Source: an optimization exercise on an open RTL-to-GDS flow (aim: small area, a short achievable clock period and few clock cycles). Production flows keep margins and buffers that such runs may drop.
At most, simulation tests tie the RTL to the original design; equivalence was not proved.
The RTL of runs 1 and 6 was laid out without a check of its function.

==> design/flow/design.v <==
module BCDUnitAdder (input  [3:0] A,
                     input  [3:0] B,
                     input        Cin,
                     output [3:0] Sum,
                     output       Carry);
    wire [4:0] bin = A + B + Cin;
    assign Carry = (bin > 5'd9);
    assign Sum   = Carry ? (bin[3:0] + 4'd6) : bin[3:0];
endmodule
module BCDAdder #(parameter SIZE = 8)
                 (input [SIZE*4-1:0] A,
                  input [SIZE*4-1:0] B,
                  output [SIZE*4-1:0] Answer);
    wire [SIZE-1:0] carry;
    genvar i;
    BCDUnitAdder A0(
        .A(A[3:0]),
        .B(B[3:0]),
        .Cin(0),
        .Sum(Answer[3:0]),
        .Carry(carry[0])
    );
    for (i=1;i<SIZE;i=i+1)begin
        BCDUnitAdder unit(
        .A(A[4*i+:4]),
        .B(B[4*i+:4]),
        .Cin(carry[i-1]),
        .Sum(Answer[4*i+:4]),
        .Carry(carry[i])
    );
    end
endmodule
module md5_s1 (
    input  [3:0]  fs,
    input  [1:0]  fine,
    input  [31:0] P,
    input  [31:0] B,
    input  [31:0] C,
    input  [31:0] D,
    output [31:0] S
);
    wire [31:0] F = ({32{fs[0]}} & ((B & C) | (~B & D)))
                  | ({32{fs[1]}} & ((D & B) | (~D & C)))
                  | ({32{fs[2]}} & (B ^ C ^ D))
                  | ({32{fs[3]}} & (C ^ (B | ~D)));
    wire [31:0] T;
    add32 add (.x(P), .y(F), .s(T));
    reg [31:0] t1;
    always @(*) begin
        case (fine)
            2'd0: t1 = {T[27:0], T[31:28]};
            2'd1: t1 = {T[26:0], T[31:27]};
            2'd2: t1 = {T[25:0], T[31:26]};
            default: t1 = {T[24:0], T[31:25]};
        endcase
    end
    assign S = t1;
endmodule
module md5_s2 (
    input  [3:0]  coarse,    
    input  [31:0] S,
    input  [31:0] B,
    output [31:0] Q
);
    wire [31:0] t2 = ({32{coarse[0]}} & S)
                   | ({32{coarse[1]}} & {S[26:0], S[31:27]})
                   | ({32{coarse[2]}} & {S[21:0], S[31:22]})
                   | ({32{coarse[3]}} & {S[15:0], S[31:16]});
    add32 add (.x(B), .y(t2), .s(Q));
endmodule
module md5_tab (
    input  [5:0]  r,
    output [31:0] kw2,
    output [1:0]  fine
);
    localparam [2047:0] KW2 = 2048'h18f7e786079ad4a8eb86d3912ad7d33bbd3af235f7537e824e0811a1a3014314fe2ce6e06fa87e4fb5b48e01ffeff47d8f0ccc92655b59c3fc93a039ab9423e7432aff9724595274c4ac56e51fa27cf8e6db99e5d9d4d03904881d05d4ef30851ad1582a289b7ec6bebfbc70f6bb4b604bdecfa9d4ef1a74fde5384c6d9d61228771f681fffa39428d2a4c8a676f02d9fcefa478a9e3e905455a14edf4d50d87c337081621e1cde6e7d3fbc8d8a1e68102441453d62f105d19e6f7da265e5a51c040b340264e559249b40821a67943cefd9871936b901122895cd7beffff5bb18b44f7af698098d8fd469501a83046134787c62af57c0fafc1bdceee2420715b;
    localparam [127:0] FR = 128'b01010110010101100101011001010110111010001110100011101000111010000000000100000001000000010000000110111111101111111011111110111111;
    assign kw2 = KW2[32*r +: 32];
    assign fine = FR[2*r +: 2];
endmodule
module add32 (
    input  [31:0] x,
    input  [31:0] y,
    output [31:0] s
);
    reg [31:0] G, P;
    integer i, l, d;
    always @(*) begin
        G = x & y;
        P = x ^ y;
        for (l = 0; l < 5; l = l + 1) begin
            d = 1 << l;
            for (i = 0; i < 32; i = i + 1)
                if (((i + 1) % (2 * d)) == 0) begin
                    G[i] = G[i] | (P[i] & G[i - d]);
                    P[i] = P[i] & P[i - d];
                end
        end
        for (l = 3; l >= 0; l = l - 1) begin
            d = 1 << l;
            for (i = 0; i < 32; i = i + 1)
                if (((i + 1) % (2 * d)) == d && i >= 2 * d) begin
                    G[i] = G[i] | (P[i] & G[i - d]);
                    P[i] = P[i] & P[i - d];
                end
        end
    end
    assign s = (x ^ y) ^ {G[30:0], 1'b0};
endmodule
module crack_partial(
    input clk,
    input rst_n,
    input [31:0]lower_bound,
    input [31:0]upper_bound,
    input [127:0]hash_answer,
    output [31:0]answer,
    output reg answer_found,
    output reg done);
    localparam [31:0] H0 = 32'h67452301;
    localparam [31:0] H1 = 32'hefcdab89;
    localparam [31:0] H2 = 32'h98badcfe;
    localparam [31:0] H3 = 32'h10325476;
    localparam [31:0] KW0 = 32'h6edff7a9;
    localparam [31:0] KW1 = 32'h18f7e786;
    function sum_eq;
        input [31:0] x, y, z;
        reg [32:0] c;
        integer k;
        begin
            c[0] = 1'b0;
            for (k = 0; k < 32; k = k + 1)
                c[k+1] = (x[k] & y[k]) | ((x[k] ^ y[k]) & ~z[k]);
            sum_eq = &(~(x ^ y ^ z ^ c[31:0]));
        end
    endfunction
    function [31:0] bswap;
        input [31:0] x;
        bswap = {x[7:0], x[15:8], x[23:16], x[31:24]};
    endfunction
    function [31:0] bcd_inc;
        input [31:0] x;
        reg cy;
        integer k;
        begin
            cy = 1'b1;
            for (k = 0; k < 8; k = k + 1) begin
                if (cy) bcd_inc[4*k +: 4] = (x[4*k +: 4] == 4'd9) ? 4'd0 : x[4*k +: 4] + 4'd1;
                else    bcd_inc[4*k +: 4] = x[4*k +: 4];
                cy = cy & (x[4*k +: 4] == 4'd9);
            end
        end
    endfunction
    function [31:0] w0d;
        input [31:0] x;
        w0d = {4'd0, x[19:16], 4'd0, x[23:20], 4'd0, x[27:24], 4'd0, x[31:28]};
    endfunction
    function [31:0] w1d;
        input [31:0] x;
        w1d = {4'd0, x[3:0], 4'd0, x[7:4], 4'd0, x[11:8], 4'd0, x[15:12]};
    endfunction
    reg [31:0] aP, aB, aC, aD;   
    reg [31:0] akw;              
    reg [1:0]  awsel;            
    reg [5:0]  ar;               
    reg [3:0]  afs;              
    reg [31:0] acand;            
    reg        arun, apend, avfy, avm;
    reg [31:0] kP, kB, kC;       
    reg [31:0] S;                
    reg [5:0]  kr;
    reg [3:0]  kco;              
    reg [31:0] kcand;
    reg        krun, kpend, kvfy, kvm;
    reg        km;               
    reg [31:0] nx;               
    reg [31:0] ub;               
    reg [31:0] ans;              
    reg        pre;              
    reg [31:0] hsel;             
    wire [31:0] kw2_unused;
    wire [1:0]  fine_n;
    md5_tab tab1 (.r(ar), .kw2(kw2_unused), .fine(fine_n));
    wire [31:0] S_n;
    md5_s1 s1 (.fs(afs), .fine(fine_n), .P(aP), .B(aB), .C(aC), .D(aD), .S(S_n));
    wire [31:0] wd = awsel[0] ? w0d(acand) : awsel[1] ? w1d(acand) : 32'd0;
    wire [31:0] ps = aD ^ akw ^ wd;
    wire [31:0] pc = (aD & akw) | (aD & wd) | (akw & wd);
    wire [31:0] P_n;
    add32 padd (.x(ps), .y({pc[30:0], 1'b0}), .s(P_n));
    reg [31:0] hc;
    always @(*) begin
        case (ar[1:0])
            2'd1: hc = H0;
            2'd2: hc = H3;
            2'd3: hc = H2;
            default: hc = H1;
        endcase
    end
    wire m_n = sum_eq(aB, hc, hsel);
    wire [31:0] Q;
    md5_s2 s2 (.coarse(kco), .S(S), .B(kB), .Q(Q));
    wire [31:0] kw2_n;
    wire [1:0]  fine_unused;
    md5_tab tab2 (.r(kr), .kw2(kw2_n), .fine(fine_unused));
    wire chk61   = krun & ~kvfy & (kr == 6'd61);
    wire fin     = krun & kvfy & (kr == 6'd0);
    wire fail    = (chk61 & ~km) | (fin & ~(kvm & km));
    wire hit     = fin & kvm & km;
    wire need    = fail | kpend;
    wire exh     = nx > ub;
    wire restart = need & ~exh & ~done & ~pre;
    wire a_alive = restart | (krun & ~need) | (kpend & pre);
    wire k_alive = arun | apend;
    wire [5:0] r1 = kr + 6'd1;
    reg  [3:0] fs_n;
    always @(*) begin
        case (r1[5:4])
            2'd0: fs_n = 4'b0001;
            2'd1: fs_n = 4'b0010;
            2'd2: fs_n = 4'b0100;
            default: fs_n = 4'b1000;
        endcase
    end
    wire [1:0] wsel_n = {kr == 6'd14 || kr == 6'd34 || kr == 6'd53,
                         kr == 6'd17 || kr == 6'd39 || kr == 6'd46};
    always @(posedge clk) begin
        S <= S_n;
        kP <= P_n;
        kB <= aB;
        kC <= aC;
        kr <= ar;
        kco <= 4'b0001 << ar[1:0];
        kvfy <= avfy;
        kvm <= avm;
        km <= m_n;
        ub <= upper_bound;
        case (kr[1:0])
            2'd0: hsel <= bswap(hash_answer[127:96]);
            2'd1: hsel <= bswap(hash_answer[31:0]);
            2'd2: hsel <= bswap(hash_answer[63:32]);
            default: hsel <= bswap(hash_answer[95:64]);
        endcase
        if (restart) begin
            aP <= KW0 + w0d(nx);
            aB <= H1;
            aC <= H2;
            aD <= H3;
            ar <= 6'd0;
            afs <= 4'b0001;
            akw <= KW1;
            awsel <= 2'b10;
            avfy <= 1'b0;
        end else begin
            aP <= kP;
            aB <= Q;
            aC <= kB;
            aD <= kC;
            ar <= r1;
            afs <= fs_n;
            akw <= kw2_n;
            awsel <= wsel_n;
            avfy <= kvfy | chk61;
        end
        avm <= (kr == 6'd62) ? km : (kvm & km);
        acand <= restart ? nx : kcand;
        kcand <= acand;
    end
    always @(posedge clk) begin
        pre <= ~rst_n;
        ans <= (hit & ~done) ? kcand : nx;
        if (!rst_n) begin
            arun <= 1'b0;
            krun <= 1'b0;
            apend <= 1'b1;
            kpend <= 1'b1;
            done <= 1'b0;
            answer_found <= 1'b0;
        end else begin
            if (pre) nx <= lower_bound;
            else if (restart) nx <= bcd_inc(nx);
            else if (hit & ~done) nx <= kcand;
            arun <= a_alive;
            apend <= kpend & pre;    
            krun <= arun;
            kpend <= apend;
            if (!done) begin
                done <= hit | (~a_alive & ~k_alive);
                answer_found <= hit;
            end
        end
    end
    assign answer = ans;
endmodule
==> design/flow/flow/run.sh <==
#!/bin/bash
# Layout flow: the standard flow, with repair_timing aiming for a larger
# setup slack than the flow settings allow, so that the resizer speeds up the
# design beyond the clock period (which stays the design's).
set -euo pipefail
MARGIN=$(cat flow/margin.txt)
bash standard.sh synth > synth.log 2>&1
sed "s/\"\\\${@:-finish}\"/SETUP_SLACK_MARGIN=${MARGIN} \"\${@:-finish}\"/" standard.sh > standard_margin.sh
grep -q "SETUP_SLACK_MARGIN=${MARGIN}" standard_margin.sh
bash standard_margin.sh finish > layout.log 2>&1
==> design/flow/flow/margin.txt <==
8.6
==> design/flow/standard.sh <==
#!/bin/bash
# synth_recipe.tcl (not shown) runs the flow's synth.tcl, then flattens the netlist and writes it again
# the make line also repeats each setting of config.mk as NAME=value (left out here)
make -C /OpenROAD-flow-scripts/flow DESIGN_CONFIG=/design/flow/config.mk WORK_HOME=/design/flow/orfs CLKGATE_MAP_FILE= SYNTH_SCRIPT=/design/flow/synth_recipe.tcl "${@:-finish}"
==> design/flow/config.mk <==
export PLATFORM = sky130hd
export DESIGN_NAME = crack_partial
export DESIGN_NICKNAME = crack_partial
export VERILOG_FILES = /design/flow/design.v
export SDC_FILE = /design/flow/constraint.sdc
export NUM_CORES = 4
export LEC_CHECK = 0
export ABC_AREA = 1
export CAP_MARGIN = 20
export CORE_MARGIN = 2
export CORE_UTILIZATION = 40
export CTS_CLUSTER_DIAMETER = 150
export CTS_CLUSTER_SIZE = 25
export SLEW_MARGIN = 20
==> design/flow/constraint.sdc <==
create_clock -name core_clock -period 12.0 [get_ports {clk}]
set_input_delay 2.4000 -clock core_clock [delete_from_list [all_inputs] [get_ports {clk}]]
set_output_delay 2.4000 -clock core_clock [all_outputs]
set_load 0.01 [all_outputs]
==> results of run 1 <==
[per-layer routing]
metal | wire (um) | part of all wire (%) | track usage (%) | up-vias
met4 | 4130 | 4.2 | 9.03 | 0
li1 | - | - | - | 12200
met2 | 44200 | 45 | 42.3 | 968
met3 | 6660 | 6.8 | 3.42 | 206
met1 | 42300 | 43 | 36.2 | 11900
met5 | 0 | 0 | 0 | -
[cell usage after synthesis (3+ instances only)]
cell / n
buf_4: 3
nand3_1: 119
o21ai_1: 9
or2_2: 37
a22oi_1: 3
o21bai_1: 5
a21oi_1: 174
o221ai_1: 3
nand2_1: 691
a21o_1: 47
xnor2_1: 32
nor3_1: 49
a31oi_1: 50
a221oi_1: 22
o211ai_1: 47
ha_1: 170
a2111oi_0: 4
inv_2: 4
edfxtp_1: 32
or2_1: 3
inv_1: 500
dfxtp_1: 482
a21boi_0: 3
o21a_1: 25
clkinv_1: 4
buf_2: 30
nor2_1: 277
buf_6: 4
a22o_1: 15
fa_1: 94
o31ai_1: 5
a211oi_1: 11
nand4_1: 18
o21ai_0: 284
o22ai_1: 67
a31o_2: 5
clkbuf_1: 95
buf_1: 6
xor2_1: 38
o2111ai_1: 50
[cell usage in the layout, fill, tap and decap left out, drive strengths merged, types with 94 or more instances in the layout]
cell type,instances
clkdlybuf4s50,192
nand3,119
buf,153
fa,94
inv,499
ha,170
a21oi,174
nand2,696
dfxtp,482
o21ai,293
nor2,281
[logic make-up (layout without fill, tap and decap cells)]
family | count (synthesis) | in the layout | share of synthesized area, %
xor gates and xnor gates | 70 | 70 | 2.21
AOI/OAI and AO/OA | 833 | 833 | 18.3
DFF | 514 | 514 | 38.2
buffers and inverters | 647 | 897 | 9.04
adders and majority gates | 264 | 264 | 14.4
and+or+nand+nor | 1208 | 1212 | 17.8
[how the worst min path moves through the flow]
stage           from  endpoint  slack (ns)  cells past startpoint
5_1_grt        ar[3]     kr[3]        0.34                      0
4_1_cts        ar[3]     kr[3]        0.33                      0
2_1_floorplan  ar[2]     kr[2]        0.31                      0
6_report       ar[3]     kr[3]        0.33                      0
3_5_place_dp   ar[3]     kr[3]        0.31                      0
3_3_place_gp   ar[3]     kr[3]        0.31                      0
[timing repair]
action                     in CTS  in global routing
gates resized for setup       358                163
hold endpoints to repair        0                  0
pin swaps                      48                 61
hold buffers                    0                  0
buffers inserted               50                 45
setup endpoints to repair     353                187
gates cloned                    9                  3
[layout make-up]
cell class	instances	area share [%]
clock buffer	31	1.93
timing repair inverter	5	0.0969
timing repair buffer	350	10.1
tap	931	3.47
sequential	514	32.0
multi-input combinational	2379	46.5
clock inverter	2	0.0447
inverter	509	5.90
[worst max-delay path: stages, from the launching register on]
cell and delay, ns:
dfxtp_4 0.38, nand2_1 0.07, inv_1 0.05, o21ai_0 0.21, o2111ai_2 0.15, ha_2 0.20
fa_2 0.38, nand3_2 0.09, nand2_2 0.07, nand4_1 0.09, nand3_2 0.13, nand3_2 0.12
nand2_4 0.09, nand2_4 0.09, nand2_4 0.06, nand2_4 0.07, nand2_4 0.05, nand2_2 0.06
nand2_2 0.05, fa_2 0.38, xor2_4 0.19, or2_4 0.29, nand3_2 0.07, o2111ai_2 0.10
[through the flow]
step / std cells
6_report: 4721
5_1_grt: 4721
4_1_cts: 4673
3_5_place_dp: 4581
3_3_place_gp: 4581
2_1_floorplan: 3536
==> impl_metrics.json, run 1 <==
{
  "critical_path.max_fanout": 5,
  "io_buffer_count": 227,
  "wire_per_inst_um": 20.6,
  "endpoint": "S[3]",
  "status": "no timing/DRC/antenna violations",
  "coreArea_mm2": 0.0686,
  "yosysTopAreaCell": "dfxtp_1",
  "grt_pass1_vias": 23800,
  "dr.pass1.iters": 6,
  "finClkSkew_ns": 0.0286,
  "fin_nets": 4241,
  "r2r_setup_slack_ns": 8.43,
  "final_util_pct": 49.0,
  "fp.dieW_um": 267,
  "area_growth_pct": 21.0,
  "hold_viol_final": 0,
  "drv_cap": 0,
  "drive_gt1_share_pct": 12.8,
  "grt_pass1_wl_mm": 144,
  "worst_slew_pin_slew_ns": 1.07,
  "yosys_warnings": 3,
  "period_minus_slack_ns": 3.57,
  "setup_tns_ns": 0,
  "numCtsBuffers": 24,
  "io_pins": 228,
  "rsz0062_at_grt": "yes",
  "initial_core_util_pct": 40.5,
  "whs_ns": 0.332,
  "tritoncts": "built",
  "hp-class": "reg -> reg",
  "critPathLaunch": "aB[0]",
  "multi_input_area_mm2": 0.0156,
  "timing.fmax_mhz": 280,
  "cts-htree-levels": 1,
  "die_h_um": 267,
  "synthArstFlopShare_pct": 0,
  "row_count": 96,
  "finalSetupViolations": 0,
  "overflow": 0,
  "ys_top_cells_by_area": "dfxtp_1 (35%), nand2_1 (9.3%), ha_1 (7.7%)",
  "gp_congestion": 1.00,
  "startpoint_type": "flop",
  "synth_cells": 3536,
  "via_per_inst": 5.36,
  "slew_viol_final": 0,
  "r2r-start": "aB[0]",
  "synth.distinct_cells": 55,
  "regArea_mm2": 0.0108,
  "dp_slack_ns": 7.03,
  "grt_max_degree": 82,
  "synth_top_area_share_pct": 34.8,
  "syn_area_mm2": 0.0278,
  "slew_headroom_pct": 28.5,
  "synthFlopType": "dfxtp_1",
  "r2r_cells": 23,
  "cts_root_buf": "clkbuf_16",
  "seq_area_frac_synth_pct": 38.2,
  "cp-end-kind": "flop",
  "cts_sinks": 514,
  "drt-total-wl_mm": 97.3,
  "fillers": 6690,
  "avgSynthCellArea_um2": 7.85,
  "drc": 0,
  "synth_edf_count": 32,
  "dp_hpwl_mm": 71.4,
  "diodes": 0,
  "path_clk_slew_ns": 0.11,
  "critical_path_class": "reg -> reg",
  "final.setup.worst_slack_ns": 8.43,
  "critical_path_arrival_ns": 4.03,
  "ant_nets": 0,
  "period_share_pct": 29.8,
  "dieArea_mm2": 0.0715,
  "syn-num-nets": 3994,
  "drt_iter0_markers": 2404,
  "worstPathRequired_ns": 12.46,
  "grt.total_usage_pct": 26.3,
  "place_area_mm2": 0.0308,
  "postLayoutCellArea_mm2": 0.0336,
  "r2r-end": "S[3]",
  "clk_path_buf_depth": 3,
  "clk_latency_ns": 0.60,
  "synth_seq_cells": 514,
  "route.vias.total": 25300,
  "antenna_found_initial": 1
}
==> inputs of run 2 (changes only) <==
--- a/design/flow/design.v
+++ b/design/flow/design.v
@@ -174,8 +174,6 @@
     reg        km;               
     reg [31:0] nx;               
     reg [31:0] ub;               
-    reg [31:0] ans;              
-    reg        pre;              
     reg [31:0] hsel;             
     wire [31:0] kw2_unused;
     wire [1:0]  fine_n;
@@ -208,8 +206,8 @@
     wire hit     = fin & kvm & km;
     wire need    = fail | kpend;
     wire exh     = nx > ub;
-    wire restart = need & ~exh & ~done & ~pre;
-    wire a_alive = restart | (krun & ~need) | (kpend & pre);
+    wire restart = need & ~exh & ~done;
+    wire a_alive = restart | (krun & ~need);
     wire k_alive = arun | apend;
     wire [5:0] r1 = kr + 6'd1;
     reg  [3:0] fs_n;
@@ -266,9 +264,8 @@
         kcand <= acand;
     end
     always @(posedge clk) begin
-        pre <= ~rst_n;
-        ans <= (hit & ~done) ? kcand : nx;
         if (!rst_n) begin
+            nx <= lower_bound;
             arun <= 1'b0;
             krun <= 1'b0;
             apend <= 1'b1;
@@ -276,11 +273,10 @@
             done <= 1'b0;
             answer_found <= 1'b0;
         end else begin
-            if (pre) nx <= lower_bound;
-            else if (restart) nx <= bcd_inc(nx);
+            if (restart) nx <= bcd_inc(nx);
             else if (hit & ~done) nx <= kcand;
             arun <= a_alive;
-            apend <= kpend & pre;    
+            apend <= 1'b0;
             krun <= arun;
             kpend <= apend;
             if (!done) begin
@@ -289,5 +285,5 @@
             end
         end
     end
-    assign answer = ans;
-endmodule
+    assign answer = nx;
+endmodule
==> design/flow/flow/run.sh (replaced) <==
#!/bin/bash
# Layout flow: the standard flow, with two changes after synthesis:
#  - repair_timing aims for a larger setup slack than the flow settings allow
#    (flow/margin.txt, ns), so that the resizer speeds the design up beyond
#    the clock period (which stays the design's);
#  - the buffer that every input and output port gets is a plain buf_1
#    rather than the delay cell buffer_ports picks by default.
set -euo pipefail
MARGIN=$(cat flow/margin.txt)
bash standard.sh synth > synth.log 2>&1
sed "s/\"\\\${@:-finish}\"/SETUP_SLACK_MARGIN=${MARGIN} \"\${@:-finish}\"/" standard.sh > standard_margin.sh
grep -q "SETUP_SLACK_MARGIN=${MARGIN}" standard_margin.sh
export BUFFER_PORTS_ARGS="-buffer_cell sky130_fd_sc_hd__buf_1"
bash standard_margin.sh finish > layout.log 2>&1
==> design/flow/flow/margin.txt (replaced) <==
8.5
--- a/design/flow/config.mk
+++ b/design/flow/config.mk
@@ -6,9 +6,10 @@
 export NUM_CORES = 4
 export LEC_CHECK = 0
 export ABC_AREA = 1
-export CAP_MARGIN = 20
+export CAP_MARGIN = 5
 export CORE_MARGIN = 2
 export CORE_UTILIZATION = 40
 export CTS_CLUSTER_DIAMETER = 150
 export CTS_CLUSTER_SIZE = 25
-export SLEW_MARGIN = 20
+export SLEW_MARGIN = 5
+export TNS_END_PERCENT = 0
==> run 2 against run 1 <==
  * Largest cell class unchanged
  * Critical path type is now reg -> out
  * Worst setup slack got worse by 0.044 ns
  * Synthesized cell count fell by 4.0%
  * Non-clock buffer count fell by 36
  * Sequential share of layout area rose by 1.3 points
  * First-iteration DRC count rose by 3.4%
  * Maximum frequency fell by 1.2%
  * Clock skew barely moved
==> impl_metrics.json, run 2 <==
{
  "whs_ns": 0.334,
  "hold_viol_final": 0,
  "drt_iter0_markers": 2486,
  "critPathLaunch": "nx[28]",
  "place_area_mm2": 0.0282,
  "antenna_found_initial": 0,
  "synth_edf_count": 32,
  "r2r-start": "aB[0]",
  "ant_nets": 0,
  "timing.critical_path.buf_inv": 1,
  "min-delay-start": "ar[3]",
  "r2r_setup_slack_ns": 8.50,
  "synth_seq_cells": 481,
  "avgSynthCellArea_um2": 7.85,
  "initial_core_util_pct": 40.4,
  "multi_input_area_mm2": 0.0149,
  "numCtsBuffers": 23,
  "io_pins": 228,
  "row_count": 94,
  "timing.fmax_mhz": 276,
  "fp.dieW_um": 262,
  "final_cell_mix": "nand2_1 (596), inv_1 (453), dfxtp_1 (402)",
  "grt_pass1_vias": 21900,
  "regArea_mm2": 0.0101,
  "syn_area_mm2": 0.0266,
  "drt-total-wl_mm": 90.7,
  "critical_path.max_fanout": 2,
  "ys_top_cells_by_area": "dfxtp_1 (34%), nand2_1 (8.7%), ha_1 (7.9%)",
  "drv_cap": 0,
  "diodes": 0,
  "critical_path_arrival_ns": 1.22,
  "die_h_um": 262,
  "syn-num-nets": 3850,
  "grt_max_degree": 77,
  "finClkSkew_ns": 0.0285,
  "worst_slew_pin_slew_ns": 1.07,
  "min_to": "kr[3]",
  "io_buffer_count": 227,
  "route.vias.total": 24400,
  "critical_path_class": "reg -> out",
  "setup_tns_ns": 0,
  "synthArstFlopShare_pct": 0,
  "drive_gt1_share_pct": 9.08,
  "status": "no timing/DRC/antenna violations",
  "period_minus_slack_ns": 3.62,
  "slew_headroom_pct": 28.2,
  "synth.distinct_cells": 53,
  "period_share_pct": 30.1,
  "via_per_inst": 5.46,
  "cts_sinks": 481,
  "tritoncts": "built",
  "r2r_cells": 20,
  "final_common_cell": "nand2_1",
  "gp_congestion": 1.03,
  "area_growth_pct": 13.1,
  "r2r-end": "S[20]",
  "cts_root_buf": "clkbuf_16",
  "overflow": 0,
  "drc": 0,
  "finalSetupViolations": 0,
  "seq_area_frac_synth_pct": 37.4,
  "synth_top_area_share_pct": 33.8,
  "wire_per_inst_um": 20.3,
  "rsz0062_at_grt": "yes",
  "slowest_delay_ns": 0.48,
  "crit_family": "flip-flops",
  "synth_cells": 3393,
  "yosysMostFrequentCell": "nand2_1",
  "worstPathCellList": "buf_1",
  "startpoint_type": "flop",
  "yosys_warnings": 3,
  "clk_latency_ns": 0.59,
  "coreArea_mm2": 0.0659,
  "path_clk_slew_ns": 0.11,
  "dieArea_mm2": 0.0687,
  "hold-path-cell-count": 0,
  "yosysTopAreaCell": "dfxtp_1",
  "dp_hpwl_mm": 66.4,
  "postLayoutCellArea_mm2": 0.0301,
  "grt_pass1_wl_mm": 134,
  "final_util_pct": 45.7,
  "clk_path_buf_depth": 3,
  "cp_slowest_cell": "edfxtp_1",
  "dr.pass1.iters": 6,
  "synthFlopType": "dfxtp_1",
  "netlist_top_cells_count": "nand2_1 (618), inv_1 (464), dfxtp_1 (449)",
  "fillers": 6645,
  "slew_viol_final": 0,
  "fin_nets": 4065,
  "cp-end-kind": "output pin",
  "hp-class": "reg -> reg",
  "grt.total_usage_pct": 25.5,
  "cts-htree-levels": 1,
  "worstPathRequired_ns": 9.60
}
## run 2: cell count changes after synthesis, sizes merged, moves of 4 or more
cell and change:
a21oi -11, nand2 -74, xor2 +5, o21a -22, clkbuf -7, dfxtp -33
nand4 +23, inv -37, nand3 +17, o21ai -4, nor2 +16, o2111ai -9
## run 2: layer usage
| metal | share of wire [%] | GRT usage [%] | up-vias | wire length, um |
|---|---|---|---|---|
| li1 | - | - | 11700 | - |
| met1 | 43 | 35.7 | 11500 | 39200 |
| met2 | 46 | 40.6 | 1064 | 41300 |
| met3 | 7.5 | 3.30 | 175 | 6850 |
| met4 | 3.7 | 8.33 | 0 | 3320 |
| met5 | 0 | 0 | - | 0 |
## run 2: cells by family (layout without fill, tap and decap cells)
kind of cell             count (synthesis)  after routing  share of synthesized area, %
adder cells (fa/ha/maj)                263            263                          15.0
flip-flops                             481            481                          37.4
AO/OA/AOI/OAI                          779            779                          17.6
AND/OR/NAND/NOR                       1192           1195                          18.7
buffers and inverters                  603            821                          8.86
XOR/XNOR                                75             75                          2.47
## run 2: area by class of cell
cell class | count | area share [%]
multi-input cells | 2312 | 49.4
inverters | 472 | 6.12
flip-flops and latches | 481 | 33.4
clock buffers | 29 | 1.99
well taps | 864 | 3.59
repair inverters | 4 | 0.0831
clock inverters | 2 | 0.0956
repair buffers | 314 | 5.38
## run 2: what timing repair did
item / 4_1_cts / 5_1_grt
endpoints found under the setup margin: 358 / 245
pin swaps: 20 / 43
gates cloned: 6 / 1
gates resized for setup: 97 / 131
hold buffers: 0 / 0
buffers inserted: 49 / 16
## run 2: worst max-delay path by stage
| stage | endpoint | cells past startpoint | slack (ns) |
|---|---|---|---|
| 2_1_floorplan | done | 5 | 8.48 |
| 3_5_place_dp | done | 6 | 6.70 |
| 4_1_cts | answer[31] | 1 | 8.37 |
| 5_1_grt | S[28] | 22 | 8.30 |
| 6_report | answer[28] | 1 | 8.38 |
| 3_3_place_gp | done | 6 | 6.77 |
## run 2: stage by stage
step                worst slack, ns  cells
floorplan                      8.48   3393
finish                         8.38   4478
CTS                            8.37   4461
global placement               6.77   4375
detailed placement             6.70   4375
global route                   8.30   4478
Testbench counts of run 2, summed over its fixed seeds: cycles 82,876.
==> inputs of run 3 (changes only) <==
==> design/flow/flow/margin.txt (replaced) <==
8.7
==> run 3 against run 2 <==
  * Still clean on timing, DRC and antenna
  * Non-clock buffer count grew 4
  * Register-to-register slack is essentially flat
  * Clock skew decreased by 0.00090 ns
  * First-iteration DRC count is 3.4% higher
  * Worst hold slack better by 0.0020 ns
  * Synthesized cell count is the same
  * Maximum frequency about the same
  * Sequential share of layout area about the same
  * Largest cell class unchanged
==> impl_metrics.json, run 3 <==
{
  "status": "no timing/DRC/antenna violations",
  "dp_cells": 4375,
  "slowest_delay_ns": 0.47,
  "r2r-end": "S[4]",
  "io_buffer_count": 227,
  "min_to": "kr[2]",
  "dp_hpwl_mm": 67.2,
  "syn_area_mm2": 0.0266,
  "cts_root_buf": "clkbuf_16",
  "startpoint_type": "flop",
  "yosys_warnings": 3,
  "cp_slowest_cell": "edfxtp_1",
  "crit_family": "flip-flops",
  "fp.dieW_um": 262,
  "numCtsBuffers": 23,
  "finalSetupViolations": 0,
  "fin_nets": 4068,
  "period_minus_slack_ns": 3.62,
  "grt_pass1_vias": 22400,
  "initial_core_util_pct": 40.4,
  "synth_seq_cells": 481,
  "seq_area_frac_synth_pct": 37.4,
  "cts_hold_buffers": 0,
  "path_clk_slew_ns": 0.10,
  "die_h_um": 262,
  "via_per_inst": 5.43,
  "yosysMostFrequentCell": "nand2_1",
  "multi_input_area_mm2": 0.0148,
  "grt_use_met3_pct": 2.59,
  "io_pins": 228,
  "critical_path_class": "reg -> out",
  "drc": 0,
  "critical_path.max_fanout": 2,
  "grtUsageMet1_pct": 35.9,
  "hp-class": "reg -> reg",
  "grt_pass1_wl_mm": 135,
  "cts_sinks": 481,
  "yosysTopAreaCell": "dfxtp_1",
  "period_share_pct": 30.1,
  "grt-busiest-layer": "met2",
  "synth.distinct_cells": 53,
  "tritoncts": "built",
  "route.vias.total": 24400,
  "ant_nets": 0,
  "use_met2_pct": 40.8,
  "worstPathRequired_ns": 9.60,
  "final_cell_count_no_fill": 4485,
  "synth_edf_count": 32,
  "regArea_mm2": 0.0101,
  "min-delay-start": "ar[2]",
  "wire_per_inst_um": 20.4,
  "synth_cells": 3393,
  "overflow": 0,
  "avgSynthCellArea_um2": 7.85,
  "clk_latency_ns": 0.59,
  "slew_headroom_pct": 30.3,
  "cts-htree-levels": 1,
  "final_common_cell": "nand2_1",
  "grt.total_usage_pct": 25.6,
  "setup_tns_ns": 0,
  "ys_top_cells_by_area": "dfxtp_1 (34%), nand2_1 (8.7%), ha_1 (7.9%)",
  "drv_cap": 0,
  "timing.critical_path.buf_inv": 1,
  "slew_viol_final": 0,
  "antenna_found_initial": 0,
  "syn-num-nets": 3850,
  "area_growth_pct": 13.2,
  "synthArstFlopShare_pct": 0,
  "coreArea_mm2": 0.0659,
  "r2r-start": "aC[0]",
  "synth_top_area_share_pct": 33.8,
  "dr.pass1.iters": 5,
  "place_area_mm2": 0.0282,
  "final_cell_mix": "nand2_1 (602), inv_1 (453), dfxtp_1 (397)",
  "hold-path-cell-count": 0,
  "finClkSkew_ns": 0.0276,
  "r2r_cells": 22,
  "clk_path_buf_depth": 3,
  "fillers": 6562,
  "gp_congestion": 1.01,
  "postLayoutCellArea_mm2": 0.0302,
  "grt_max_degree": 69,
  "hold_viol_final": 0,
  "dieArea_mm2": 0.0687,
  "drt-total-wl_mm": 91.3,
  "row_count": 94,
  "cp-end-kind": "output pin",
  "rsz0062_at_grt": "yes",
  "critical_path_arrival_ns": 1.22,
  "synthFlopType": "dfxtp_1",
  "r2r_setup_slack_ns": 8.51,
  "drt_iter0_markers": 2570,
  "worstPathCellList": "buf_1",
  "netlist_top_cells_count": "nand2_1 (618), inv_1 (464), dfxtp_1 (449)",
  "worst_slew_pin_slew_ns": 1.05,
  "timing.fmax_mhz": 276,
  "drive_gt1_share_pct": 9.15
}
==> run 3: changes by cell type in the layout (fill, tap and decap cells not counted), sizes merged <==
cell      previous run  this run
clkbuf              31        33
clkinvlp            10         9
clkinv               4         6
buf                312       314
diode                0         3
nand2              623       622
==> run 3: worst max path at each step <==
| stage | start | to | slack [ns] | depth (start not counted) |
|---|---|---|---|---|
| after floorplan | rst_n | done | 8.65 | 5 |
| after global placement | kr[1] | aP[0] | 7.22 | 16 |
| after detailed placement | kr[1] | aP[0] | 7.13 | 16 |
| after CTS | nx[31] | answer[31] | 8.35 | 1 |
| after global routing | aD[22] | S[0] | 8.31 | 18 |
| final | nx[31] | answer[31] | 8.38 | 1 |
==> run 3: cells by family after synthesis <==
family | after synthesis | share of synthesized area (%)
compound gates | 779 | 17.6
xor+xnor | 75 | 2.47
fa+ha+maj | 263 | 15.0
buf+inv | 603 | 8.86
flops | 481 | 37.4
simple gates | 1192 | 18.7
==> run 3: final cells by class <==
type / count / share of cell area (%)
antenna: 3 / 0.0249
clock inverter: 3 / 0.0996
tap: 864 / 3.59
multi-input combinational: 2311 / 49.2
inverter: 472 / 6.10
clock buffer: 29 / 1.98
sequential: 481 / 33.4
timing repair inverter: 4 / 0.0913
timing repair buffer: 318 / 5.56
==> run 3: worst reg2reg max path, cell delays in order (launching register included) <==
cell	delay [ns]
dfxtp_2	0.40
nor2_1	0.07
nor3_1	0.24
o2111ai_2	0.16
ha_2	0.20
fa_2	0.36
nand3_2	0.08
nand2_2	0.06
nand4_1	0.10
nand3_2	0.12
nand3_2	0.11
nand2_4	0.08
nand2_4	0.07
nand2_4	0.07
nand2_4	0.07
nand2_4	0.06
nand2_2	0.08
nand2_2	0.05
fa_2	0.38
xor2_4	0.19
or2_4	0.27
nand3_2	0.06
nand4_1	0.11
==> run 3: per-layer routing <==
layer	vias up	part of all wire [%]
li1	11700	-
met1	11400	44
met5	-	0
met3	220	6.1
met4	0	4.2
met2	1008	45
==> run 3: stage by stage <==
step                hold slack (ns)  util, %  setup slack, ns
finish                        0.336     45.8             8.38
global route                  0.343     45.8             8.31
CTS                           0.336     44.7             8.35
detailed placement            0.312     42.8             7.13
global placement              0.311     42.8             7.22
floorplan                     0.310        -             8.65
==> run 3: timing repair <==
item | CTS | global route
pin swaps | 18 | 34
setup endpoints to repair | 360 | 353
buffers inserted | 41 | 26
gates resized for setup | 90 | 126
cloned | 5 | 3
==> inputs of run 4 (changes only) <==
==> design/flow/flow/margin.txt (replaced) <==
8.5
--- a/design/flow/config.mk
+++ b/design/flow/config.mk
@@ -8,7 +8,7 @@
 export ABC_AREA = 1
 export CAP_MARGIN = 5
 export CORE_MARGIN = 2
-export CORE_UTILIZATION = 40
+export CORE_UTILIZATION = 50
 export CTS_CLUSTER_DIAMETER = 150
 export CTS_CLUSTER_SIZE = 25
 export SLEW_MARGIN = 5
==> run 4 against run 3 <==
  * Worst setup slack got worse by 0.030 ns
  * Die area fell by 20%
  * Sequential share of layout area is 0.35 points higher
  * Wire length grew 4.6%
  * Core utilization grew 11 points
  * Worst hold slack worse by 0.011 ns
  * Global-route usage rose by 7.7 points
  * Final area down 1.1%
  * Critical path depth stayed put
  * Highest routed layer unchanged
==> impl_metrics.json, run 4 <==
{
  "cts_sinks": 481,
  "final_util_pct": 56.6,
  "syn-num-nets": 3850,
  "slew_viol_final": 0,
  "timing.critical_path.buf_inv": 1,
  "synth_seq_cells": 481,
  "synth_cells": 3393,
  "status": "no timing/DRC/antenna violations",
  "place_area_mm2": 0.0280,
  "tritoncts": "built",
  "syn_area_mm2": 0.0266,
  "postLayoutCellArea_mm2": 0.0298,
  "worstPathCellList": "buf_1",
  "wire_per_inst_um": 22.2,
  "route.vias.total": 25000,
  "cp_slowest_cell": "edfxtp_1",
  "drv_cap": 0,
  "coreArea_mm2": 0.0527,
  "period_minus_slack_ns": 3.65,
  "synth_top_area_share_pct": 33.8,
  "crit_family": "flip-flops",
  "setup_tns_ns": 0,
  "drc": 0,
  "clk_path_buf_depth": 3,
  "numCtsBuffers": 23,
  "yosysMostFrequentCell": "nand2_1",
  "drt-total-wl_mm": 95.5,
  "critical_path_class": "reg -> out",
  "r2r_setup_slack_ns": 8.39,
  "overflow": 0,
  "yosys_warnings": 3,
  "dp_hpwl_mm": 72.0,
  "area_growth_pct": 11.9,
  "fp.dieW_um": 235,
  "critical_path.max_fanout": 6,
  "hp-class": "reg -> reg",
  "die_h_um": 235,
  "finalSetupViolations": 0,
  "grt_pass1_wl_mm": 143,
  "final_cell_mix": "nand2_1 (603), inv_1 (454), dfxtp_1 (404)",
  "timing.fmax_mhz": 274,
  "netlist_top_cells_count": "nand2_1 (618), inv_1 (464), dfxtp_1 (449)",
  "antenna_found_initial": 0,
  "via_per_inst": 5.82,
  "io_pins": 228,
  "worst_slew_pin_slew_ns": 1.08,
  "yosysTopAreaCell": "dfxtp_1",
  "grt_max_degree": 82,
  "cts_hold_buffers": 0,
  "slew_headroom_pct": 27.1,
  "cts_root_buf": "clkbuf_16",
  "dr.pass1.iters": 6,
  "critical_path_arrival_ns": 1.25,
  "initial_core_util_pct": 50.6,
  "period_share_pct": 30.4,
  "rsz0062_at_grt": "yes",
  "worstPathRequired_ns": 9.60,
  "io_buffer_count": 227,
  "grt.total_usage_pct": 33.2,
  "final_common_cell": "nand2_1",
  "startpoint_type": "flop",
  "drt_iter0_markers": 2627,
  "synth_edf_count": 32,
  "clk_latency_ns": 0.58,
  "finClkSkew_ns": 0.0391,
  "path_clk_slew_ns": 0.11,
  "drive_gt1_share_pct": 8.78,
  "dieArea_mm2": 0.0551,
  "cp-end-kind": "output pin",
  "synthArstFlopShare_pct": 0,
  "row_count": 84,
  "cts-htree-levels": 1,
  "avgSynthCellArea_um2": 7.85,
  "synthFlopType": "dfxtp_1",
  "hold_viol_final": 0,
  "ant_nets": 0,
  "fin_nets": 4065,
  "seq_area_frac_synth_pct": 37.4,
  "grt_pass1_vias": 24100,
  "gp_congestion": 1.00,
  "slowest_delay_ns": 0.52,
  "ys_top_cells_by_area": "dfxtp_1 (34%), nand2_1 (8.7%), ha_1 (7.9%)",
  "synth.distinct_cells": 53
}
==> run 4: path summary, 6_finish.rpt <==
| path | start | depth (start not counted) | endpoint |
|---|---|---|---|
| setup / recovery | nx[0] | 1 | answer[0] |
| hold / removal | ar[3] | 0 | kr[3] |
| setup reg to reg | aD[23] | 17 | S[31] |
| hold reg to reg | ar[3] | 0 | kr[3] |
==> run 4: layout make-up <==
| class | count | area [um2] |
|---|---|---|
| clock inverters | 2 | 25.0 |
| repair inverters | 5 | 32.5 |
| clock buffers | 27 | 591 |
| flip-flops and latches | 481 | 10100 |
| diodes | 1 | 2.50 |
| inverters | 472 | 1820 |
| repair buffers | 316 | 1620 |
| fillers | 4851 | 22800 |
| well taps | 688 | 861 |
| multi-input cells | 2309 | 14800 |
==> run 4: routing by layer <==
metal | part of all wire [%] | GRT usage, %
met5 | 0 | 0
met4 | 5.3 | 14.8
met3 | 7.0 | 3.43
met2 | 46 | 53.8
met1 | 42 | 45.1
==> run 4: per-stage QoR <==
stage | hold slack, ns | worst slack, ns | std cells
after floorplan | 0.310 | 8.48 | 3393
after global placement | 0.316 | 7.35 | 4208
after detailed placement | 0.320 | 7.28 | 4209
after CTS | 0.333 | 8.31 | 4275
after global routing | 0.333 | 8.25 | 4300
final | 0.325 | 8.35 | 4301
==> run 4: repair_timing <==
| action | in CTS | in global routing |
|---|---|---|
| resized for setup | 84 | 133 |
| pin swaps | 16 | 30 |
| setup buffers | 33 | 23 |
| cloned | 4 | 2 |
| setup endpoints to repair | 332 | 250 |
| hold endpoints to repair | 0 | 0 |
==> run 4: cell families (layout without fill, tap and decap cells) <==
| family | after synthesis | after routing | synth area share (%) |
|---|---|---|---|
| buffers and inverters | 603 | 822 | 8.86 |
| XOR/XNOR | 75 | 75 | 2.47 |
| AO/OA/AOI/OAI | 779 | 779 | 17.6 |
| adder cells (fa/ha/maj) | 263 | 263 | 15.0 |
| AND/OR/NAND/NOR | 1192 | 1192 | 18.7 |
| other | 0 | 1 | 0 |
| flip-flops | 481 | 481 | 37.4 |
==> inputs of run 5 (changes only) <==
--- a/design/flow/config.mk
+++ b/design/flow/config.mk
@@ -6,10 +6,10 @@
 export NUM_CORES = 4
 export LEC_CHECK = 0
 export ABC_AREA = 1
-export CAP_MARGIN = 5
+export CAP_MARGIN = 20
 export CORE_MARGIN = 2
-export CORE_UTILIZATION = 50
+export CORE_UTILIZATION = 40
 export CTS_CLUSTER_DIAMETER = 150
 export CTS_CLUSTER_SIZE = 25
-export SLEW_MARGIN = 5
+export SLEW_MARGIN = 20
 export TNS_END_PERCENT = 0
==> run 5 against run 4 <==
  * First-iteration DRC count fell by 2.3%
  * Final cell count rose by 4.2%
  * Worst hold slack improved by 0.0085 ns
  * Critical path type unchanged
  * Maximum frequency rose by 0.86%
  * Via count fell by 2.7%
  * Highest routed layer unchanged
  * Critical path depth did not move
  * Still clean
  * Critical endpoint is now answer[28]
  * Clock skew fell by 0.0089 ns
  * Largest cell class unchanged
==> impl_metrics.json, run 5 <==
{
  "antenna_found_initial": 0,
  "ant_nets": 0,
  "synthArstFlopShare_pct": 0,
  "synth-simple-area-share_pct": 18.7,
  "final_common_cell": "nand2_1",
  "drv_cap": 0,
  "timing.fmax_mhz": 277,
  "startpoint_type": "flop",
  "grt_pass1_vias": 21900,
  "cts_hold_buffers": 0,
  "seq_area_frac_synth_pct": 37.4,
  "period_minus_slack_ns": 3.62,
  "clk_latency_ns": 0.59,
  "syn-num-nets": 3850,
  "syn_area_mm2": 0.0266,
  "grt_pass1_wl_mm": 134,
  "synth_seq_cells": 481,
  "synth_top_family_by_area": "simple AND/OR/NAND/NOR gates",
  "netlist_top_cells_count": "nand2_1 (618), inv_1 (464), dfxtp_1 (449)",
  "ys_top_cells_by_area": "dfxtp_1 (34%), nand2_1 (8.7%), ha_1 (7.9%)",
  "route.vias.total": 24400,
  "gp_congestion": 1.03,
  "slowest_delay_ns": 0.48,
  "dr.pass1.iters": 8,
  "synth_cells": 3393,
  "grt_max_degree": 77,
  "die_h_um": 262,
  "dieArea_mm2": 0.0687,
  "final_cell_mix": "nand2_1 (596), inv_1 (453), dfxtp_1 (402)",
  "critical_path_arrival_ns": 1.22,
  "tritoncts": "built",
  "numCtsBuffers": 23,
  "worstPathRequired_ns": 9.60,
  "worst_slew_pin_slew_ns": 0.885,
  "via_per_inst": 5.44,
  "drc": 0,
  "final_cell_count_no_fill": 4481,
  "critical_path_class": "reg -> out",
  "slew_viol_final": 0,
  "grt-busiest-layer": "met2",
  "hp-class": "reg -> reg",
  "overflow": 0,
  "initial_core_util_pct": 40.4,
  "yosys_warnings": 3,
  "finalSetupViolations": 0,
  "path_clk_slew_ns": 0.10,
  "synth_compound_area_share_pct": 17.6,
  "whs_ns": 0.334,
  "synth-adder-area-share_pct": 15.0,
  "synth.distinct_cells": 53,
  "fin_nets": 4066,
  "grt_use_met3_pct": 3.30,
  "cp_slowest_cell": "edfxtp_1",
  "period_share_pct": 30.1,
  "slew_headroom_pct": 39.5,
  "cts_root_buf": "clkbuf_16",
  "yosysTopAreaCell": "dfxtp_1",
  "fillers": 6641,
  "timing.critical_path.buf_inv": 1,
  "use_met2_pct": 40.6,
  "cts_sinks": 481,
  "dp_hpwl_mm": 66.4,
  "drt-total-wl_mm": 90.7,
  "setup_tns_ns": 0,
  "crit_family": "flip-flops",
  "drt_iter0_markers": 2567,
  "synth_edf_count": 32,
  "io_buffer_count": 227,
  "rsz0062_at_grt": "yes",
  "status": "no timing/DRC/antenna violations",
  "grtUsageMet1_pct": 35.7,
  "hold_viol_final": 0,
  "avgSynthCellArea_um2": 7.85,
  "grt.total_usage_pct": 25.5,
  "synth_xor_area_share_pct": 2.47,
  "area_growth_pct": 13.2,
  "cts-htree-levels": 1,
  "synthFlopType": "dfxtp_1",
  "critical_path.max_fanout": 2,
  "wire_per_inst_um": 20.2,
  "clk_path_buf_depth": 3,
  "finClkSkew_ns": 0.0302,
  "io_pins": 228,
  "dp_cells": 4375,
  "worstPathCellList": "buf_1",
  "yosysMostFrequentCell": "nand2_1",
  "synthMuxAreaShare_pct": 0,
  "synth_top_area_share_pct": 33.8,
  "row_count": 94,
  "coreArea_mm2": 0.0659,
  "drive_gt1_share_pct": 9.10,
  "fp.dieW_um": 262,
  "cp-end-kind": "output pin"
}
## run 5: worst paths after layout
check              start  cells past startpoint    endpoint  slack, ns
setup / recovery  nx[28]                      1  answer[28]       8.38
hold / removal     ar[3]                      0       kr[3]       0.33
setup reg to reg   kr[2]                      8      akw[9]       8.50
hold reg to reg    ar[3]                      0       kr[3]       0.33
## run 5: per-layer routing
layer,routed length [um],vias to the layer above
li1,-,11700
met1,39800,11500
met2,41500,1026
met3,6090,178
met4,3310,0
met5,0,-
## run 5: timing repair
item,CTS,global route
setup buffers,49,16
setup endpoints to repair,358,245
pin swaps,20,43
gates resized for setup,97,131
cloned,6,1
## run 5: cell families (layout without fill, tap and decap cells)
| family | Yosys count | count (layout) |
|---|---|---|
| flip-flops | 481 | 481 |
| XOR/XNOR | 75 | 75 |
| buffers and inverters | 603 | 822 |
| other | 0 | 2 |
| AND/OR/NAND/NOR | 1192 | 1195 |
| AO/OA/AOI/OAI | 779 | 779 |
| adder cells (fa/ha/maj) | 263 | 263 |
## run 5: area by class of cell
class | count | area [um2] | share of cell area, %
antenna | 2 | 5.00 | 0.0166
clock buffer | 29 | 598 | 1.98
clock inverter | 2 | 28.8 | 0.0955
inverter | 472 | 1840 | 6.11
multi-input combinational | 2312 | 14900 | 49.3
sequential | 481 | 10100 | 33.4
tap | 864 | 1080 | 3.59
timing repair buffer | 315 | 1650 | 5.46
timing repair inverter | 4 | 25.0 | 0.0830
## run 5: per-stage QoR
stage	worst slack [ns]	instance area, um2	utilization [%]
after floorplan	8.48	26600	-
after global placement	6.77	28200	42.8
after detailed placement	6.70	28200	42.8
after CTS	8.37	29500	44.8
after global routing	8.30	30100	45.8
final	8.38	30100	45.8
==> inputs of run 6 (changes only) <==
--- a/design/flow/design.v
+++ b/design/flow/design.v
@@ -31,7 +31,7 @@
     end
 endmodule
 module md5_s1 (
-    input  [3:0]  fs,
+    input  [1:0]  g,
     input  [1:0]  fine,
     input  [31:0] P,
     input  [31:0] B,
@@ -39,10 +39,15 @@
     input  [31:0] D,
     output [31:0] S
 );
-    wire [31:0] F = ({32{fs[0]}} & ((B & C) | (~B & D)))
-                  | ({32{fs[1]}} & ((D & B) | (~D & C)))
-                  | ({32{fs[2]}} & (B ^ C ^ D))
-                  | ({32{fs[3]}} & (C ^ (B | ~D)));
+    reg [31:0] F;
+    always @(*) begin
+        case (g)
+            2'd0: F = (B & C) | (~B & D);
+            2'd1: F = (D & B) | (~D & C);
+            2'd2: F = B ^ C ^ D;
+            default: F = C ^ (B | ~D);
+        endcase
+    end
     wire [31:0] T;
     add32 add (.x(P), .y(F), .s(T));
     reg [31:0] t1;
@@ -162,7 +167,6 @@
     reg [31:0] akw;              
     reg [1:0]  awsel;            
     reg [5:0]  ar;               
-    reg [3:0]  afs;              
     reg [31:0] acand;            
     reg        arun, apend, avfy, avm;
     reg [31:0] kP, kB, kC;       
@@ -179,7 +183,7 @@
     wire [1:0]  fine_n;
     md5_tab tab1 (.r(ar), .kw2(kw2_unused), .fine(fine_n));
     wire [31:0] S_n;
-    md5_s1 s1 (.fs(afs), .fine(fine_n), .P(aP), .B(aB), .C(aC), .D(aD), .S(S_n));
+    md5_s1 s1 (.g(ar[5:4]), .fine(fine_n), .P(aP), .B(aB), .C(aC), .D(aD), .S(S_n));
     wire [31:0] wd = awsel[0] ? w0d(acand) : awsel[1] ? w1d(acand) : 32'd0;
     wire [31:0] ps = aD ^ akw ^ wd;
     wire [31:0] pc = (aD & akw) | (aD & wd) | (akw & wd);
@@ -210,15 +214,6 @@
     wire a_alive = restart | (krun & ~need);
     wire k_alive = arun | apend;
     wire [5:0] r1 = kr + 6'd1;
-    reg  [3:0] fs_n;
-    always @(*) begin
-        case (r1[5:4])
-            2'd0: fs_n = 4'b0001;
-            2'd1: fs_n = 4'b0010;
-            2'd2: fs_n = 4'b0100;
-            default: fs_n = 4'b1000;
-        endcase
-    end
     wire [1:0] wsel_n = {kr == 6'd14 || kr == 6'd34 || kr == 6'd53,
                          kr == 6'd17 || kr == 6'd39 || kr == 6'd46};
     always @(posedge clk) begin
@@ -244,7 +239,6 @@
             aC <= H2;
             aD <= H3;
             ar <= 6'd0;
-            afs <= 4'b0001;
             akw <= KW1;
             awsel <= 2'b10;
             avfy <= 1'b0;
@@ -254,7 +248,6 @@
             aC <= kB;
             aD <= kC;
             ar <= r1;
-            afs <= fs_n;
             akw <= kw2_n;
             awsel <= wsel_n;
             avfy <= kvfy | chk61;
--- a/design/flow/config.mk
+++ b/design/flow/config.mk
@@ -6,10 +6,10 @@
 export NUM_CORES = 4
 export LEC_CHECK = 0
 export ABC_AREA = 1
-export CAP_MARGIN = 20
+export CAP_MARGIN = 5
 export CORE_MARGIN = 2
 export CORE_UTILIZATION = 40
 export CTS_CLUSTER_DIAMETER = 150
 export CTS_CLUSTER_SIZE = 25
-export SLEW_MARGIN = 20
+export SLEW_MARGIN = 5
 export TNS_END_PERCENT = 0
==> run 6 against run 5 <==
  * Maximum frequency decreased by 8.5%
  * Worst hold slack got worse by 0.0011 ns
==> impl_metrics.json, run 6 <==
{
  "critical_path.max_fanout": 8,
  "final_util_pct": 45.4,
  "cts_root_buf": "clkbuf_16",
  "synth_cells": 3364,
  "worst_slew_pin_slew_ns": 0.976,
  "diodes": 0,
  "hp-class": "reg -> reg",
  "drv_cap": 0,
  "synth_seq_cells": 477,
  "seq_area_frac_synth_pct": 37.6,
  "status": "no timing/DRC/antenna violations",
  "cp-end-kind": "flop",
  "syn-num-nets": 3817,
  "dp_cells": 4338,
  "finalSetupViolations": 0,
  "fin_nets": 4004,
  "yosysTopAreaCell": "dfxtp_1",
  "clk_latency_ns": 0.61,
  "hold-path-cell-count": 0,
  "timing.fmax_mhz": 253,
  "die_h_um": 260,
  "fillers": 6591,
  "grt_max_degree": 84,
  "area_growth_pct": 11.8,
  "yosysMostFrequentCell": "nand2_1",
  "io_pins": 228,
  "via_per_inst": 5.49,
  "dp_hpwl_mm": 66.9,
  "syn_area_mm2": 0.0263,
  "final_common_cell": "nand2_1",
  "rsz0062_at_grt": "yes",
  "cts_sinks": 477,
  "synth.distinct_cells": 55,
  "cp_slowest_cell": "dfxtp_4",
  "worstPathRequired_ns": 12.50,
  "regArea_mm2": 0.00989,
  "cp_common_cell": "nand2_4",
  "coreArea_mm2": 0.0647,
  "dieArea_mm2": 0.0677,
  "ant_nets": 0,
  "slowest_delay_ns": 0.43,
  "critical_path_class": "reg -> reg",
  "critical_path_arrival_ns": 4.45,
  "setup_tns_ns": 0,
  "period_minus_slack_ns": 3.95,
  "drt_iter0_markers": 2807,
  "cts_hold_buffers": 0,
  "io_buffer_count": 227,
  "route.vias.total": 24200,
  "netlist_top_cells_count": "nand2_1 (698), dfxtp_1 (445), inv_1 (390)",
  "cts-htree-levels": 1,
  "final_cell_mix": "nand2_1 (684), dfxtp_1 (435), inv_1 (380)",
  "row_count": 93,
  "finClkSkew_ns": 0.0459,
  "fp.dieW_um": 260,
  "grt_pass1_wl_mm": 134,
  "grt_pass1_vias": 22500,
  "gp_congestion": 1.01,
  "whs_ns": 0.333,
  "ys_top_cells_by_area": "dfxtp_1 (34%), nand2_1 (10%), ha_1 (7.9%)",
  "slew_headroom_pct": 34.3,
  "dr.pass1.iters": 8,
  "drt-total-wl_mm": 90.4,
  "path_clk_slew_ns": 0.09,
  "synthArstFlopShare_pct": 0,
  "wire_per_inst_um": 20.5,
  "initial_core_util_pct": 40.6,
  "yosys_warnings": 3,
  "multi_input_area_mm2": 0.0146,
  "overflow": 0,
  "hold_viol_final": 0,
  "synth_top_area_share_pct": 33.9,
  "startpoint_type": "flop",
  "drive_gt1_share_pct": 7.42,
  "r2r_cells": 25,
  "synth_edf_count": 32,
  "numCtsBuffers": 23,
  "tritoncts": "built",
  "slew_viol_final": 0,
  "antenna_found_initial": 0,
  "synthFlopType": "dfxtp_1",
  "period_share_pct": 32.9,
  "final_cell_count_no_fill": 4413,
  "drc": 0,
  "avgSynthCellArea_um2": 7.81,
  "clk_path_buf_depth": 3,
  "grt.total_usage_pct": 25.8
}
==> run 6: repair_timing <==
item	CTS	global route
gates cloned	8	2
setup endpoints to repair	349	311
setup buffers	20	13
resized for setup	69	64
pin swaps	4	17
==> run 6: path summary, 6_finish.rpt <==
path                             from  endpoint  slack [ns]
worst max-delay path            ar[4]      S[3]        8.05
worst min-delay path            ar[3]     kr[3]        0.33
worst max register to register  ar[4]      S[3]        8.05
worst min register to register  ar[3]     kr[3]        0.33
==> run 6: per-stage QoR <==
stage	instance area (um2)	setup WS, ns
after CTS	29000	8.12
final	29400	8.05
after floorplan	26300	8.49
after global placement	27800	6.94
after global routing	29400	7.92
after detailed placement	27800	6.84
==> run 6: layout make-up <==
class | instances | area share (%)
clock buffer | 29 | 2.04
clock inverter | 3 | 0.153
inverter | 401 | 5.28
multi-input combinational | 2352 | 49.8
sequential | 477 | 33.7
tap | 855 | 3.64
timing repair buffer | 292 | 5.31
timing repair inverter | 4 | 0.0682
==> run 6: cells by family (layout without fill, tap and decap cells) <==
kind of cell / after synthesis / after routing / synth area share (%)
simple gates: 1318 / 1319 / 21.2
compound gates: 698 / 698 / 15.6
buf+inv: 536 / 729 / 8.01
flops: 477 / 477 / 37.6
fa+ha+maj: 259 / 259 / 15.0
xor+xnor: 76 / 76 / 2.53
==> run 6: critical path: cells and delay by family, from the launching register on <==
family | cells | cell delay (ns)
AO/OA/AOI/OAI | 5 | 0.87
XOR/XNOR | 2 | 0.49
adder cells (fa/ha/maj) | 2 | 0.69
buffers and inverters | 3 | 0.31
flip-flops | 1 | 0.43
AND/OR/NAND/NOR | 13 | 1.03
==> run 6: metal layers <==
layer	share of wire, %	vias to the layer above	track usage [%]
met5	0	-	0
met4	4.5	0	9.90
met3	6.9	208	2.63
met2	45	1085	41.7
met1	43	11400	35.4
li1	-	11500	-

static timing again, ports no longer ideal:
Ports are ideal in the flow. The routed layouts listed here were re-timed in OpenROAD.
Step 1: set_driving_cell puts a clkbuf_16 on clk and a buf_2 on each other input, an assumption about the parent block.
Step 2 times the ports against the registers' clock, not the clock port: input delays grow and output delays shrink by t, the midpoint of the rising clock arrivals with the driver on.
Slacks: ideal / step 1 / step 2; pairs: ideal / step 1.
| run | shift t [ns] | setup slack, ns | latest minus earliest clock arrival (ns) | worst register clock-pin slew, ns |
|---|---|---|---|---|
| run 1 | 0.647 | 8.426 / 8.426 / 8.309 | 0.030 / 0.030 | 0.11 / 0.11 |
| run 2 | 0.641 | 8.382 / 8.317 / 8.036 | 0.033 / 0.033 | 0.11 / 0.11 |
| run 3 | 0.637 | 8.382 / 8.319 / 7.876 | 0.028 / 0.027 | 0.11 / 0.11 |
| run 4 | 0.625 | 8.353 / 8.289 / 7.939 | 0.039 / 0.039 | 0.11 / 0.11 |
| run 5 | 0.641 | 8.384 / 8.318 / 8.039 | 0.034 / 0.033 | 0.11 / 0.11 |
| run 6 | 0.653 | 8.049 / 8.049 / 7.579 | 0.047 / 0.047 | 0.11 / 0.11 |
After both steps every run listed still meets setup and hold. For run 3, which loses most, drivers alone change the setup slack by -0.063 ns; drivers and shift together by -0.506 ns.
